Background: an optimization exercise with open tools, aiming at small area, a short achievable clock period and few clock cycles. Do not read the settings as production practice. The RTL was checked by simulation tests, not by an equivalence proof against the original design.

==> flow/design.v (excerpt) <==
module brv32p_muldiv (
  input  logic        clk,
  input  logic        rst_n,
  input  logic        start,
  input  logic        hold,        
  input  logic [2:0]  op,          
  input  logic [31:0] a,           
  input  logic [31:0] b,           
  output logic [31:0] result,
  output logic        busy,
  output logic        valid        
);
  localparam logic [2:0] MD_MUL    = 3'b000;
  localparam logic [2:0] MD_MULH   = 3'b001;
  localparam logic [2:0] MD_MULHSU = 3'b010;
  localparam logic [2:0] MD_MULHU  = 3'b011;
  localparam logic [2:0] MD_DIV    = 3'b100;
  localparam logic [2:0] MD_DIVU   = 3'b101;
  localparam logic [2:0] MD_REM    = 3'b110;
  localparam logic [2:0] MD_REMU   = 3'b111;
  logic        mul_sa, mul_sb;
  logic [32:0] mx;                             
  logic [34:0] my;                             
  assign mul_sa = (op[1:0] == 2'b01) || (op[1:0] == 2'b10);
  assign mul_sb = (op[1:0] == 2'b01);
  assign mx = {mul_sa & a[31], a};
  assign my = {{2{mul_sb & b[31]}}, b, 1'b0};
  logic [63:0] prod;
  ...
For scale: roughly 4300 cells after synthesis, ~0.039 mm² of cells after synthesis.
==> flow/config.mk <==
export PLATFORM = sky130hd
export DESIGN_NAME = brv32p_muldiv
export DESIGN_NICKNAME = brv32p_muldiv
export VERILOG_FILES = /design/flow/design.v
export SDC_FILE = /design/flow/constraint.sdc
export NUM_CORES = 8
export LEC_CHECK = 0
export CAP_MARGIN = 20
export CORE_MARGIN = 2
export CORE_UTILIZATION = 55
export PLACE_DENSITY = 0.7
export SETUP_SLACK_MARGIN = 2
export SLEW_MARGIN = 20
==> flow/constraint.sdc <==
create_clock -name core_clock -period 16.0 [get_ports {clk}]
set_input_delay 3.2000 -clock core_clock [delete_from_list [all_inputs] [get_ports {clk}]]
set_output_delay 3.2000 -clock core_clock [all_outputs]
set_load 0.01 [all_outputs]
standard.sh (not shown) runs the stock make flow with config.mk's settings and CLKGATE_MAP_FILE= SYNTH_SCRIPT=/design/flow/synth_recipe.tcl, a recipe that flattens the netlist after the stock synthesis.
==> flow/flow/run.sh <==
#!/bin/bash
# Own flow: the standard layout, except that the synthesis maps the logic
# with an area-oriented ABC script (flow/abc_area.script) in place of ORFS's
# speed script. Everything else, registers included, is the standard synthesis:
# the same synth_recipe.tcl and ORFS synth.tcl, with only the abc call's script
# swapped. Timing is then repaired by the standard placement and CTS steps.
# Port buffers are buf_2 cells instead of ORFS's default pick.
set -euo pipefail
W=$(pwd)
FLOWDIR=$(cd "$(dirname "${BASH_SOURCE[0]}")" && pwd)

# ORFS synth.tcl with the abc script replaced
sed "s#log_cmd abc {\*}\$abc_args#log_cmd abc {*}[lreplace \$abc_args 0 1 -script $FLOWDIR/abc_area.script]#" \
  "$FLOW_HOME/scripts/synth.tcl" > "$W/own_synth_body.tcl"
grep -q "abc_area.script" "$W/own_synth_body.tcl"
sed "s#source \$::env(SCRIPTS_DIR)/synth.tcl#source $W/own_synth_body.tcl#" \
  "$W/synth_recipe.tcl" > "$W/own_synth.tcl"
grep -q "own_synth_body.tcl" "$W/own_synth.tcl"

# standard.sh with the synthesis script swapped, for the synthesis step only
sed "s#SYNTH_SCRIPT=[^ ]*#SYNTH_SCRIPT=$W/own_synth.tcl#" "$W/standard.sh" > "$W/own_standard.sh"
grep -q "own_synth.tcl" "$W/own_standard.sh"
# standard.sh whose port buffers are buf_2 cells (ORFS's default pick is a
# delay cell); every port still gets its buffer
sed "s#CLKGATE_MAP_FILE= #CLKGATE_MAP_FILE= BUFFER_PORTS_ARGS=-buffer_cell\\\\ sky130_fd_sc_hd__buf_2 #" "$W/standard.sh" > "$W/own_finish.sh"
grep -q "BUFFER_PORTS_ARGS" "$W/own_finish.sh"

bash "$W/own_standard.sh" synth > "$W/synth_make.log" 2>&1
bash "$W/own_finish.sh" finish > "$W/finish_make.log" 2>&1
test -f "$W/out/final.def"
==> flow/flow/abc_area.script <==
&get -n
&st
&dch
&nf -D 11000
&put
topo
stime -c
Testbench counts at the start, summed over its fixed seeds: cycles 17,273.
Then changed:
--- a/flow/design.v
+++ b/flow/design.v
@@ -1411,30 +1411,31 @@
   end
   logic [31:0] div_result;
   always_comb begin
     logic        ng;
     logic [31:0] sel;
     sel = div_rem ? rem_2 : quo_2;
     ng  = div_rem ? neg_r : neg_q;
     div_result = (sel ^ {32{ng}}) + {31'd0, ng};
   end
   logic [31:0] fast_result;
   assign fast_result = op[1] ? a : {32{b_zero}};
-  logic sel_lo, sel_hi, sel_dv, sel_fs;
-  assign sel_dv = div_active;
-  assign sel_fs = !div_active && is_div_op;
-  assign sel_lo = !div_active && !is_div_op && (op[1:0] == 2'b00);
-  assign sel_hi = !div_active && !is_div_op && (op[1:0] != 2'b00);
+  logic [31:0] mul_result;
+  assign mul_result = (op[1:0] == 2'b00) ? prod[31:0] : prod[63:32];
   always_comb begin
-    result = ({32{sel_lo}} & prod[31:0]) | ({32{sel_hi}} & prod[63:32])
-           | ({32{sel_dv}} & div_result) | ({32{sel_fs}} & fast_result);
+    if (div_active)
+      result = div_result;
+    else if (is_div_op)
+      result = fast_result;
+    else
+      result = mul_result;
     valid = start & (div_active ? div_last : (!is_div_op || div_fast));
     busy  = start & (div_active ? !div_last : (is_div_op && !div_fast));
   end
 endmodule
 module pfx_add #(parameter int W = 64) (
   input  logic [W-1:0] a,
   input  logic [W-1:0] b,
   input  logic         cin,
   output logic [W-1:0] s,
   output logic         cout
 );
Result:
- maximum frequency grows by 0.69%
- worst setup slack improves by 0.095 ns
- routed wire length increases by 1.0%
- synthesized cell count is higher by 1.5%
- global-route usage decreases by 0.32 points
- final cell count climbs by 1.1%
Testbench counts after the change, summed over its fixed seeds: cycles 17,273.

-- afterwards: timing with drivers on the ports --
How much do the figures lean on ideal ports? The routed layouts below were timed once more, with nothing changed but the port constraints. Step 1 assumes that a clkbuf_16 drives the clock port and a buf_2 every other input. Step 2 also shifts input and output timing later by t, the mid clock arrival at the registers, as if the neighbouring blocks saw the same clock. Slacks: ideal ports / drivers / drivers and shift; pairs: ideal ports / drivers.
| run | t (ns) | setup slack, ns | slew at the worst register clock pin (ns) | worst data-port slew with drivers (ns) |
|---|---|---|---|---|
| the first run | 0.434 | 2.030 / 1.984 / 1.984 | 0.09 / 0.09 | 0.12 |
| the second run | 0.433 | 2.125 / 2.074 / 2.074 | 0.09 / 0.09 | 0.13 |
After both steps setup and hold are still met in every run listed. The setup slack of the second run, which loses most, moves by -0.051 ns with the drivers and by -0.051 ns with both steps.
